From an optimization exercise on the open Yosys and OpenROAD flow, aimed at small area and a short achievable clock period; shortcuts taken in it are not production practice. Function was checked by simulation only, so behaviour that the tests miss may differ from the original.

==> flow/design.v <==
`timescale 1ns / 1ns
module Sqrt2
          (In,
           Out, clk, reset);
  input   [14:0] In;   
  input clk, reset;
  output reg [14:0] Out;   
  wire [39:0] C5_out1;   
  wire [54:0] Product5_mul_temp;   
  wire [36:0] Product5_out1;   
  wire signed [36:0] C4_out1;   
  wire signed [37:0] Sum4_add_cast;   
  wire signed [37:0] Sum4_add_cast_1;   
  wire signed [37:0] Sum4_out1;   
  wire signed [15:0] Product4_cast;   
  wire signed [53:0] Product4_mul_temp;   
  wire signed [29:0] Product4_out1;   
  wire [22:0] C3_out1;   
  wire signed [29:0] Sum3_add_cast;   
  wire signed [29:0] Sum3_add_temp;   
  wire [28:0] Sum3_out1;   
  wire [43:0] Product3_mul_temp;   
  wire [22:0] Product3_out1;   
  wire signed [23:0] C2_out1;   
  wire signed [23:0] Sum2_add_cast;   
  wire signed [23:0] Sum2_out1;   
  wire signed [15:0] Product2_cast;   
  wire signed [39:0] Product2_mul_temp;   
  wire signed [17:0] Product2_out1;   
  wire [16:0] C1_out1;   
  wire signed [17:0] Sum1_add_cast;   
  wire signed [17:0] Sum1_add_temp;   
  wire [16:0] Sum1_out1;   
  wire [31:0] Product1_mul_temp;   
  wire [14:0] Product1_out1;   
  wire [9:0] C0_out1;   
  wire [14:0] Sum0_add_cast;   
  wire [14:0] Sum0_out1;   
  reg [14:0] In_reg;
  assign C5_out1 = 40'h0000003057;
  assign Product5_mul_temp = In_reg * C5_out1;
  assign Product5_out1 = Product5_mul_temp[47:11];
  assign C4_out1 = 37'sh1FFFFCC305;
  assign Sum4_add_cast = {1'b0, Product5_out1};
  assign Sum4_add_cast_1 = {C4_out1, 1'b0};
  assign Sum4_out1 = Sum4_add_cast + Sum4_add_cast_1;
  assign Product4_cast = {1'b0, In_reg};
  assign Product4_mul_temp = Product4_cast * Sum4_out1;
  assign Product4_out1 = Product4_mul_temp[45:16];
  assign C3_out1 = 23'b00000000000101001000101;
  assign Sum3_add_cast = {1'b0, {C3_out1, 6'b000000}};
  assign Sum3_add_temp = Product4_out1 + Sum3_add_cast;
  assign Sum3_out1 = Sum3_add_temp[28:0];
  assign Product3_mul_temp = In_reg * Sum3_out1;
  assign Product3_out1 = Product3_mul_temp[36:14];
  assign C2_out1 = 24'sb111111100001101010110101;
  assign Sum2_add_cast = {1'b0, Product3_out1};
  assign Sum2_out1 = Sum2_add_cast + C2_out1;
  assign Product2_cast = {1'b0, In_reg};
  assign Product2_mul_temp = Product2_cast * Sum2_out1;
  assign Product2_out1 = Product2_mul_temp[31:14];
  assign C1_out1 = 17'b01100111111011101;
  assign Sum1_add_cast = {1'b0, C1_out1};
  assign Sum1_add_temp = Product2_out1 + Sum1_add_cast;
  assign Sum1_out1 = Sum1_add_temp[16:0];
  assign Product1_mul_temp = In_reg * Sum1_out1;
  assign Product1_out1 = Product1_mul_temp[28:14];
  assign C0_out1 = 10'b0101101101;
  assign Sum0_add_cast = {4'b0, {C0_out1, 1'b0}};
  assign Sum0_out1 = Product1_out1 + Sum0_add_cast;
    always @(posedge clk)
    begin
   if (reset)
begin
   In_reg <= 15'b0;
   Out <= 15'b0;	
end
   else
   begin
  In_reg <= In;
  Out <= Sum0_out1;
   end
   end
endmodule   
==> flow/run.sh <==
#!/bin/bash
# synth_recipe.tcl (not shown) runs the flow's synth.tcl, then flattens the netlist and writes it again
# the make line also repeats each setting of config.mk as NAME=value (left out here)
make -C /OpenROAD-flow-scripts/flow DESIGN_CONFIG=/design/flow/config.mk WORK_HOME=/design/flow/orfs CLKGATE_MAP_FILE= SYNTH_SCRIPT=/design/flow/synth_recipe.tcl finish
==> flow/config.mk <==
export PLATFORM = sky130hd
export DESIGN_NAME = Sqrt2
export DESIGN_NICKNAME = Sqrt2
export VERILOG_FILES = /design/flow/design.v
export SDC_FILE = /design/flow/constraint.sdc
export NUM_CORES = 4
export LEC_CHECK = 0
export CAP_MARGIN = 20
export CORE_MARGIN = 2
export CORE_UTILIZATION = 40
export SLEW_MARGIN = 20
==> flow/constraint.sdc <==
create_clock -name core_clock -period 35.0 [get_ports {clk}]
set_input_delay 7.0000 -clock core_clock [delete_from_list [all_inputs] [get_ports {clk}]]
set_output_delay 7.0000 -clock core_clock [all_outputs]
set_load 0.01 [all_outputs]
==> run notes <==
-- timing repair --
action                                  CTS  global route
resized for setup                         7           107
endpoints found under the setup margin    1            13
buffers inserted                          0            20
pin swaps                                 0            22
gates cloned                              0             0
-- final cells by class --
class | count | area [um^2]
Clock buffer | 7 | 164
Fill cell | 11370 | 65800
Inverter | 1166 | 4380
Multi-Input combinational cell | 3805 | 41400
Sequential cell | 30 | 647
Tap cell | 1524 | 1910
Timing Repair Buffer | 192 | 1570
-- cell families (layout without fill, tap and decap cells) --
| group | count (synthesis) | count (layout) | share of synthesized area |
|---|---|---|---|
| flip-flops | 30 | 30 | 0.0129 |
| buffers and inverters | 1393 | 1365 | 0.112 |
| adder cells (fa/ha/maj) | 1574 | 1574 | 0.603 |
| XOR/XNOR | 202 | 202 | 0.0395 |
| AO/OA/AOI/OAI | 402 | 402 | 0.0582 |
| AND/OR/NAND/NOR | 1614 | 1614 | 0.171 |
| multiplexers | 13 | 13 | 0.00285 |
-- path summary, 6_finish.rpt --
check,start,depth (start not counted),to,slack (ns)
worst max-delay path,In_reg[5],137,Out[14],1.54
worst min-delay path,In_reg[12],3,Out[14],1.09
worst max register to register,In_reg[5],137,Out[14],1.54
worst min register to register,In_reg[12],3,Out[14],1.09
-- cell usage in the layout, fill, tap and decap left out, types with 6 or more instances in the layout --
| cell type | n |
|---|---|
| o21bai_1 | 13 |
| nor3_2 | 7 |
| clkdlybuf4s50_1 | 31 |
| ha_2 | 7 |
| xnor2_2 | 12 |
| a211o_1 | 9 |
| or2_2 | 12 |
| dfxtp_4 | 11 |
| mux2i_1 | 11 |
| buf_4 | 154 |
| a21oi_2 | 16 |
| or3_1 | 10 |
| a21o_1 | 56 |
| o21ai_0 | 55 |
| nand3_1 | 39 |
| o211ai_1 | 10 |
| nor2b_1 | 46 |
| a21oi_1 | 108 |
| o21a_1 | 15 |
| a31oi_1 | 9 |
| nand2b_1 | 37 |
| clkbuf_16 | 6 |
| inv_1 | 1162 |
| xor2_1 | 54 |
| xnor2_1 | 117 |
| fa_1 | 1118 |
| nor2_1 | 212 |
| nand2_1 | 628 |
| and2_1 | 491 |
| a211oi_1 | 11 |
| o21ai_1 | 7 |
| and3_1 | 28 |
| xor2_2 | 11 |
| nand4_1 | 19 |
| dfxtp_1 | 15 |
| nor3b_1 | 8 |
| ha_1 | 448 |
| nor3_1 | 35 |
-- routing by layer --
metal | up-vias | GRT usage | part of all wire
li1 | 15518 | - | -
met1 | 17798 | 0.304 | 0.43
met2 | 978 | 0.378 | 0.47
met3 | 205 | 0.0412 | 0.070
met4 | 6 | 0.0579 | 0.030
met5 | - | 0 | 0.00032
-- cell usage after synthesis, types with 11 or more instances --
cell type  instances  area share
xnor2_1          130       0.024
dfxtp_1           30       0.013
nand2_1          629       0.051
a211oi_1          14      0.0023
inv_1           1162       0.094
mux2i_1           11      0.0024
and2_1           492       0.066
nor2_1           216       0.017
ha_1             455        0.12
o21bai_1          17      0.0027
fa_1            1118        0.48
or2_2             12      0.0016
nor2b_1           48      0.0064
xor2_1            65       0.012
nand3_1           40      0.0043
nand2b_1          38      0.0051
clkbuf_1         222       0.018
o21ai_0           58      0.0062
a21oi_1          122       0.013
o21a_1            15      0.0024
and3_1            28      0.0038
nand4_1           19      0.0026
nor3_1            37      0.0040
a21o_1            57      0.0092
-- critical path: cells and delay by family, from the launching register on --
| family | cells | cell delay (ns) |
|---|---|---|
| xor gates and xnor gates | 7 | 1.30 |
| adders and majority gates | 37 | 16.38 |
| AOI/OAI and AO/OA | 46 | 9.15 |
| and+or+nand+nor | 24 | 4.00 |
| buffers and inverters | 23 | 2.06 |
| DFF | 1 | 0.37 |
==> reports/qor.txt <==
status: timing/DRC/antenna clean
drt wl/cell: 19.3 um
maximum buffer depth of the clock tree: 2
drt first pass iters: 6
Setup crit end kind: flip-flop
CTS sink cnt: 30
layout cells sized above 1: 0.0633
grt ovf: 0
placed cells: 6697
DR iter-0 viols: 2100
area post-placement: 0.0491 mm^2
worst path arrival time: 33.69 ns
hold slack: 1.09 ns
Period minus WS final: 33.46 ns
largest net degree at the start of global routing: 89
H-tree Lvls: 2
global-route wire length before repair: 213000 um
chip height: 345 um
final-report setup violation count: 0
Mapped Cells: 5228
drt total wl: 129000 um
Avg Inst Size Synth: 8.91 um^2
non-filler cells, final: 6724
I/O pin total: 32
CTS tree: yes
Synth Cell Area: 0.0466 mm^2
WP data required: 35.24 ns
Hold WC Path Type: reg2reg
Finished Cell Area: 0.0500 mm^2
Synth async-reset ratio: 0
crit path kind: reg2reg
number of max-cap violations: 0
ratio of final minimum period to clock period: 0.956
Synth-to-Final Area Change: 7.40%
post-DR vias/cell: 5.13
PortBufs: 31
Worst-Margin Slew: 1.09 ns
critical path's largest stage delay: 0.60 ns
post-layout util: 0.432
n_diodes: 0
Die X: 345 um
Worst Slack Setup Final: 1.54 ns
root buf cell: clkbuf_16
Yosys cell types: 97
sequential share of the synthesized area: 0.0129
CTS buffer count: 5
Die ar.: 0.119 mm^2
drt drc: 0
Overall Global Routing Usage: 0.226
starting density of the core: 0.402
Place WS: -0.0929 ns
DP Wirelength: 102000 um
Clk Latency, worst-skew pair: 0.35 ns
Site Rows: 125
crit-path most repeated cell: fa_1
clock slew at reported path FFs: 0.09 ns
Hold Fails Final Rpt: 0
Setup Skew: 0.0296 ns
post-synthesis register bit count: 30
yosys warns: 1
post-cts hold buffer count: 0
fmax: 0.0299 GHz
crit path max fanout: 15
Nets: 6790
via count: 34505
vias in the first global route: 38386
critical path startpoint category: flip-flop
Main synth FF type: dfxtp_1
Post-DRT Antenna Nets: 0
setup tns final: 0 ns
Mapped Nets: 6818
core region area: 0.116 mm^2
max-slew violations: 0
Post-synth EDFFs: 0
slew margin rel.: 0.266
initial antenna violation count: 4
gpl congestion: 0.893
Crit-path slowest cell: fa_1

-- re-timing with driven ports --
How much do the figures lean on ideal ports? The routed layout below was timed once more, with nothing changed but the port constraints.
Step 1 (the two cells are an assumption about what drives the block):
set clk [get_ports {clk}]
set_driving_cell -lib_cell sky130_fd_sc_hd__clkbuf_16 $clk
set_driving_cell -lib_cell sky130_fd_sc_hd__buf_2 [delete_from_list [all_inputs] $clk]
Step 2 moves the port delays by t, midway between the first and last clock arrival at a register: inputs arrive t later, outputs are due t later. That takes back most of the time a late clock gives input paths.
Slacks: ideal ports / drivers / drivers and shift; pairs: ideal ports / drivers.
shift t [ns]: 0.386
setup slack, ns: 1.544 / 1.544 / 1.544
hold WS [ns]: 1.093 / 1.093 / 1.093
worst setup path at the end: register to register
worst register clock-pin slew, ns: 0.09 / 0.09
After both steps this run still meets setup and hold. For this run, drivers alone change the setup slack by 0.000 ns; drivers and shift together by 0.000 ns.
